This is an optimization exercise on Yosys and OpenROAD, whose aim is small area, a short achievable clock period and few clock cycles per item, not a production implementation.
Only simulation tests tie the RTL to the original design; equivalence was not proved.

==> v21 <==
## PixelSolver
module PixelSolver (
  input               io_cmd_valid,
  output              io_cmd_ready,
  input      [27:0]   io_cmd_payload_x,
  input      [27:0]   io_cmd_payload_y,
  output              io_rsp_valid,
  input               io_rsp_ready,
  output     [5:0]    io_rsp_payload_iteration,
  input               clk,
  input               reset
);
Settings: LEC_CHECK=0, CAP_MARGIN=20, CORE_MARGIN=2, CORE_UTILIZATION=40, SLEW_MARGIN=20; clock period 12.0 ns.
standard.sh (not shown) runs the stock make flow with config.mk's settings and CLKGATE_MAP_FILE= SYNTH_SCRIPT=/design/flow/synth_recipe.tcl, a recipe that flattens the netlist after the stock synthesis.
==> flow/flow/run.sh <==
#!/bin/bash
set -euo pipefail
RES="$PWD/orfs/results/sky130hd/PixelSolver/base"
bash standard.sh synth > standard_synth.log 2>&1
cp "$RES/1_2_yosys.v" "$RES/1_2_yosys.std.v"
python3 flow/polarity.py "$RES/1_2_yosys.std.v" "$RES/1_2_yosys.pol.v" > polarity.log 2>&1
sleep 1
cp "$RES/1_2_yosys.pol.v" "$RES/1_2_yosys.v"
touch "$RES/1_2_yosys.v"
bash standard.sh SETUP_SLACK_MARGIN=7.5 finish > standard_flow.log 2>&1
Other scripts of this flow, unchanged in this note and not shown: flow/flow/polarity.py
==> v8 (differences from v21) <==
--- a/flow/flow/run.sh
+++ b/flow/flow/run.sh
@@ -7,4 +7,4 @@
 sleep 1
 cp "$RES/1_2_yosys.pol.v" "$RES/1_2_yosys.v"
 touch "$RES/1_2_yosys.v"
-bash standard.sh SETUP_SLACK_MARGIN=7.5 finish > standard_flow.log 2>&1
+bash standard.sh SETUP_SLACK_MARGIN=7 finish > standard_flow.log 2>&1
--- a/flow/config.mk
+++ b/flow/config.mk
@@ -7,5 +7,5 @@
 export LEC_CHECK = 0
 export CAP_MARGIN = 20
 export CORE_MARGIN = 2
-export CORE_UTILIZATION = 40
+export CORE_UTILIZATION = 55
 export SLEW_MARGIN = 20
==> out/results.tsv <==
stage	metric	value	unit
run_status	outcome	timing/DRC/antenna clean	
worst_setup_path	Required @ worst endpoint	12590	ps
placement	detailed placement HPWL	144700	µm
global_route	Total GRT Usage	0.2436	
route	WL met2	100400	µm
finish	most frequent cells in the layout	fa_1 (1161), nand2_1 (688), inv_1 (628)	
global_route	GR Util met1	0.3186	
global_route	met3 Resource Use GR	0.04738	
worst_setup_path	r2r endpoint	pm2[34]$_DFF_P_	
finish	number of fill cells	15590	
route	DR top layer	met4	
worst_setup_path	reg2reg start	y[18]$_DFF_P_	
finish	Multi-In Gates	4594	
placement	Placed Cells incl. Taps	8339	
the above is filed under v21

==> out/results.tsv <==
stage	metric	value	unit
global_route	GR Util met1	0.4486	
placement	Placed Cells incl. Taps	7745	
finish	Multi-In Gates	4595	
route	WL met2	96840	µm
global_route	Total GRT Usage	0.3300	
route	DR top layer	met5	
run_status	outcome	timing/DRC/antenna clean	
finish	most frequent cells in the layout	fa_1 (1173), nand2_1 (688), inv_1 (632)	
finish	number of fill cells	10500	
worst_setup_path	Required @ worst endpoint	12580	ps
the above is filed under v8

Testbench counts of v21, summed over its fixed seeds: cycles 13,606, pixels 2,048.
Testbench counts of v8, summed over its fixed seeds: cycles 13,606, pixels 2,048.

==> job 1969 <==
Another version of the RTL of PixelSolver (not shown whole).
clock: 12.0 ns
lec_check: 0
cap_margin: 20
core_margin: 2
core_utilization: 40
setup_slack_margin: 5
slew_margin: 20
run.sh (not shown) runs the stock make flow with config.mk's settings and CLKGATE_MAP_FILE= SYNTH_SCRIPT=/design/flow/synth_recipe.tcl, a recipe that flattens the netlist after the stock synthesis.
Stock flow here: none of the scripts above is used.
==> job 2630 (differences from job 1969) <==
==> flow/flow/run.sh (new file) <==
#!/bin/bash
set -euo pipefail
bash standard.sh SETUP_SLACK_MARGIN=7 finish > standard_flow.log 2>&1
==> flow/standard.sh (new file) <==
#!/bin/bash
# synth_recipe.tcl (not shown) runs the flow's synth.tcl, then flattens the netlist and writes it again
# the make line also repeats each setting of config.mk as NAME=value (left out here)
make -C /OpenROAD-flow-scripts/flow DESIGN_CONFIG=/design/flow/config.mk WORK_HOME=/design/flow/orfs CLKGATE_MAP_FILE= SYNTH_SCRIPT=/design/flow/synth_recipe.tcl "${@:-finish}"
- SETUP_SLACK_MARGIN: 5 -> default
removed: flow/run.sh
==> comparison <==
- In job 2630 the setup slack is better than in job 1969, by 0.78 ns.
- Synthesized cell count is the same in job 1969 and job 2630.
- Of job 1969 and job 2630, job 2630 has the higher routed wire length (gap 2.7%, measured against job 2630).
- Register-to-register slack: job 1969 is worse than job 2630 (0.78 ns).
- Between job 1969 and job 2630, the lower core utilization is in job 1969 (gap 1.2 points).
Testbench counts of job 1969, summed over its fixed seeds: cycles 13,265, pixels 2,048.
Testbench counts of job 2630, summed over its fixed seeds: cycles 13,265, pixels 2,048.

==> onyx <==
PixelSolver, a different RTL version from the one above (not shown whole).
clock: 12.0 ns
lec_check: 0
cap_margin: 20
core_margin: 2
core_utilization: 40
slew_margin: 20
standard.sh (not shown) runs the stock make flow with config.mk's settings and CLKGATE_MAP_FILE= SYNTH_SCRIPT=/design/flow/synth_recipe.tcl, a recipe that flattens the netlist after the stock synthesis.
==> flow/flow/run.sh <==
#!/bin/bash
set -euo pipefail
RES="$PWD/orfs/results/sky130hd/PixelSolver/base"
bash standard.sh synth > standard_synth.log 2>&1
cp "$RES/1_2_yosys.v" "$RES/1_2_yosys.std.v"
python3 flow/polarity.py "$RES/1_2_yosys.std.v" "$RES/1_2_yosys.pol.v" > polarity.log 2>&1
sleep 1
cp "$RES/1_2_yosys.pol.v" "$RES/1_2_yosys.v"
touch "$RES/1_2_yosys.v"
bash standard.sh SETUP_SLACK_MARGIN=7 finish > standard_flow.log 2>&1
Other scripts of this flow, unchanged in this note and not shown: flow/flow/polarity.py
==> inputs of juniper, as changes to onyx <==
--- a/flow/flow/run.sh
+++ b/flow/flow/run.sh
@@ -7,4 +7,4 @@
 sleep 1
 cp "$RES/1_2_yosys.pol.v" "$RES/1_2_yosys.v"
 touch "$RES/1_2_yosys.v"
-bash standard.sh SETUP_SLACK_MARGIN=7 finish > standard_flow.log 2>&1
+bash standard.sh SETUP_SLACK_MARGIN=6 finish > standard_flow.log 2>&1
==> comparison table <==
quantity                                                                     onyx     juniper
Run status                                               timing/DRC/antenna clean  timing/DRC/antenna clean
Worst reg2reg startpoint                                                    x[20]       y[15]
Number of buffers inserted during clock tree synthesis                         77          82
Share of the clock period used by the worst path after layout               41.5%       47.2%
Min cycle time layout                                                     4980 ps     5660 ps
First-pass GRT wire length                                                 315 mm      316 mm
# diodes                                                                        1           0
Depth of the critical timing path with buffers and inverters included          10          11
Iter 0 DRT Violations                                                        3949        4055
Final core utilization                                                      43.8%       43.6%
Maximum fanout count along the critical path                                   35          46
Instance area at placement                                             69900 um^2  69900 um^2
Total iterations of the first detailed-routing run                              6           9
Global-route usage over all layers                                          24.5%       24.5%
Fraction of met3 tracks used by global routing                              5.10%       5.10%
Post-layout net count                                                        7792        7786
Testbench counts of onyx, summed over its fixed seeds: cycles 13,606, pixels 2,048.
Testbench counts of juniper, summed over its fixed seeds: cycles 13,606, pixels 2,048.

==> job 7011 <==
Another version of the RTL of PixelSolver (not shown whole).
## PixelSolver
module PixelSolver (
  input               io_cmd_valid,
  output              io_cmd_ready,
  input      [27:0]   io_cmd_payload_x,
  input      [27:0]   io_cmd_payload_y,
  output              io_rsp_valid,
  input               io_rsp_ready,
  output     [5:0]    io_rsp_payload_iteration,
  input               clk,
  input               reset
);
  reg         v1;
  reg  [27:0] x, y, x01, y01;
  reg  [27:0] xb;
  reg  [5:0]  it1;
  reg  [3:0]  tg1, tgn;
  reg         n1;
  reg         v2;
  reg  [27:0] x02, y02;
  reg  [5:0]  it2;
  reg         ins2;
  reg  [3:0]  tg2;
  reg         b_v;
  reg  [27:0] bx, by;
  reg  [15:0] rb_v;
  reg  [5:0]  rb [0:15];
  reg  [4:0]  head, tail;
  reg         o_v;
  reg  [5:0]  o_it;
  wire pp_1;
  wire pp_2;
  wire pp_3;
  wire pp_4;
  wire pp_5;
  wire pp_6;
  wire pp_7;
  wire pp_8;
  wire pp_9;
  wire pp_10;
  wire pp_11;
  wire pp_12;
  wire pp_13;
  wire pp_14;
  wire pp_15;
  wire pp_16;
  wire pp_17;
  wire pp_18;
  wire pp_19;
  wire pp_20;
  wire pp_21;
  wire pp_22;
  wire pp_23;
  wire pp_24;
  wire pp_25;
  wire pp_26;
  wire pp_27;
  wire pp_28;
  wire pp_29;
  wire pp_30;
  wire pp_31;
  wire pp_32;
  wire pp_33;
  wire pp_34;
  wire pp_35;
  wire pp_36;
  wire pp_37;
  wire pp_38;
  wire pp_39;
  wire pp_40;
  wire pp_41;
  ...
Settings: LEC_CHECK=0, CAP_MARGIN=20, CORE_MARGIN=2, CORE_UTILIZATION=40, SLEW_MARGIN=20; clock period 12.0 ns.
==> flow/flow/run.sh <==
#!/bin/bash
set -euo pipefail
RES="$PWD/orfs/results/sky130hd/PixelSolver/base"
bash standard.sh synth > standard_synth.log 2>&1
cp "$RES/1_2_yosys.v" "$RES/1_2_yosys.std.v"
python3 flow/polarity.py "$RES/1_2_yosys.std.v" "$RES/1_2_yosys.pol.v" > polarity.log 2>&1
sleep 1
cp "$RES/1_2_yosys.pol.v" "$RES/1_2_yosys.v"
touch "$RES/1_2_yosys.v"
bash standard.sh SETUP_SLACK_MARGIN=7.75 finish > standard_flow.log 2>&1
Other scripts of this flow, unchanged in this note and not shown: flow/flow/polarity.py
==> job 8331: changes against job 7011 <==
--- a/flow/flow/run.sh
+++ b/flow/flow/run.sh
@@ -9,2 +9,2 @@
 touch "$RES/1_2_yosys.v"
-bash standard.sh SETUP_SLACK_MARGIN=7.75 finish > standard_flow.log 2>&1
+bash standard.sh SETUP_SLACK_MARGIN=7.4 finish > standard_flow.log 2>&1
==> comparison table <==
	job 8331	job 7011
Multi-input combinational cell area	0.04855 mm2	0.04956 mm2
Count of multi-input combinational gates	4643	4647
Final estimated routing congestion in global placement	0.9270	0.9290
Final clock period utilization by the worst path	37.74%	37.54%
DP Area	0.07082 mm2	0.07086 mm2
Final clock skew	0.03669 ns	0.08009 ns
Routed vias/inst	5.640	5.659
Run status	timing/DRC/antenna clean	timing/DRC/antenna clean
Global-route wire length before repair	325200 um	330800 um
Post-CTS Setup Bufs	35	88
Portion of the layout cell area used by clock cells	3.804%	3.511%
Launch point of the critical path	y[15]$_DFF_P_	py1[32]$_DFF_P_
Non-clock buffer count in the final layout	254	426
Crit path buffers/inverters	4	8
Upper clock frequency limit	220.8 MHz	222.0 MHz
Post-CTS sizing	88	292
Area growth from synthesis to layout	10.93%	16.13%
Sequential share of cell area	21.04%	20.17%
N_diodes	0	2
Startpoint of the worst hold path	y02[27]$_DFF_P_	x02[19]$_DFF_P_
Maximum fanout encountered on the critical timing path	47	3
Fill cell count	15.70k	15.31k
Non-clock buffer share of cell area	3.758%	6.782%
First DRT Iteration DRCs	4300	4717
Testbench counts of job 7011, summed over its fixed seeds: cycles 13,606, pixels 2,048.
Testbench counts of job 8331, summed over its fixed seeds: cycles 13,606, pixels 2,048.

-- re-timing with driven ports --
In the flow no input, the clock included, has a driving cell. The finished layouts below were timed again as built, in two steps. Step 1 (the two cells are an assumption about what drives the block):
set clk [get_ports {clk}]
set_driving_cell -lib_cell sky130_fd_sc_hd__clkbuf_16 $clk
set_driving_cell -lib_cell sky130_fd_sc_hd__buf_2 [delete_from_list [all_inputs] $clk]
Step 2 moves the port delays by t, midway between the first and last clock arrival at a register: inputs arrive t later, outputs are due t later. That takes back most of the time a late clock gives input paths. Slacks: ideal / step 1 / step 2; pairs: ideal / step 1.
run | t, ns | setup slack, ns | clock arrival spread, ns | worst register clock-pin slew, ns | cell pins on the clock port's net
v21 | 0.762 | 7.516 / 7.516 / 7.492 | 0.027 / 0.027 | 0.07 / 0.07 | 1
v8 | 0.755 | 7.098 / 7.098 / 7.098 | 0.039 / 0.038 | 0.07 / 0.07 | 1
job 1969 | 0.800 | 5.297 / 5.297 / 5.297 | 0.067 / 0.067 | 0.07 / 0.07 | 1
job 2630 | 0.820 | 6.077 / 6.077 / 6.077 | 0.076 / 0.075 | 0.10 / 0.10 | 1
onyx | 0.760 | 7.020 / 7.020 / 7.020 | 0.047 / 0.047 | 0.07 / 0.07 | 1
juniper | 0.778 | 6.337 / 6.337 / 6.337 | 0.050 / 0.050 | 0.07 / 0.07 | 1
job 7011 | 0.754 | 7.495 / 7.495 / 7.495 | 0.080 / 0.080 | 0.07 / 0.07 | 1
job 8331 | 0.770 | 7.471 / 7.432 / 7.081 | 0.039 / 0.039 | 0.07 / 0.07 | 1
After both steps every run listed still meets setup and hold. The setup slack of job 8331, which loses most, moves by -0.039 ns with the drivers and by -0.390 ns with both steps.
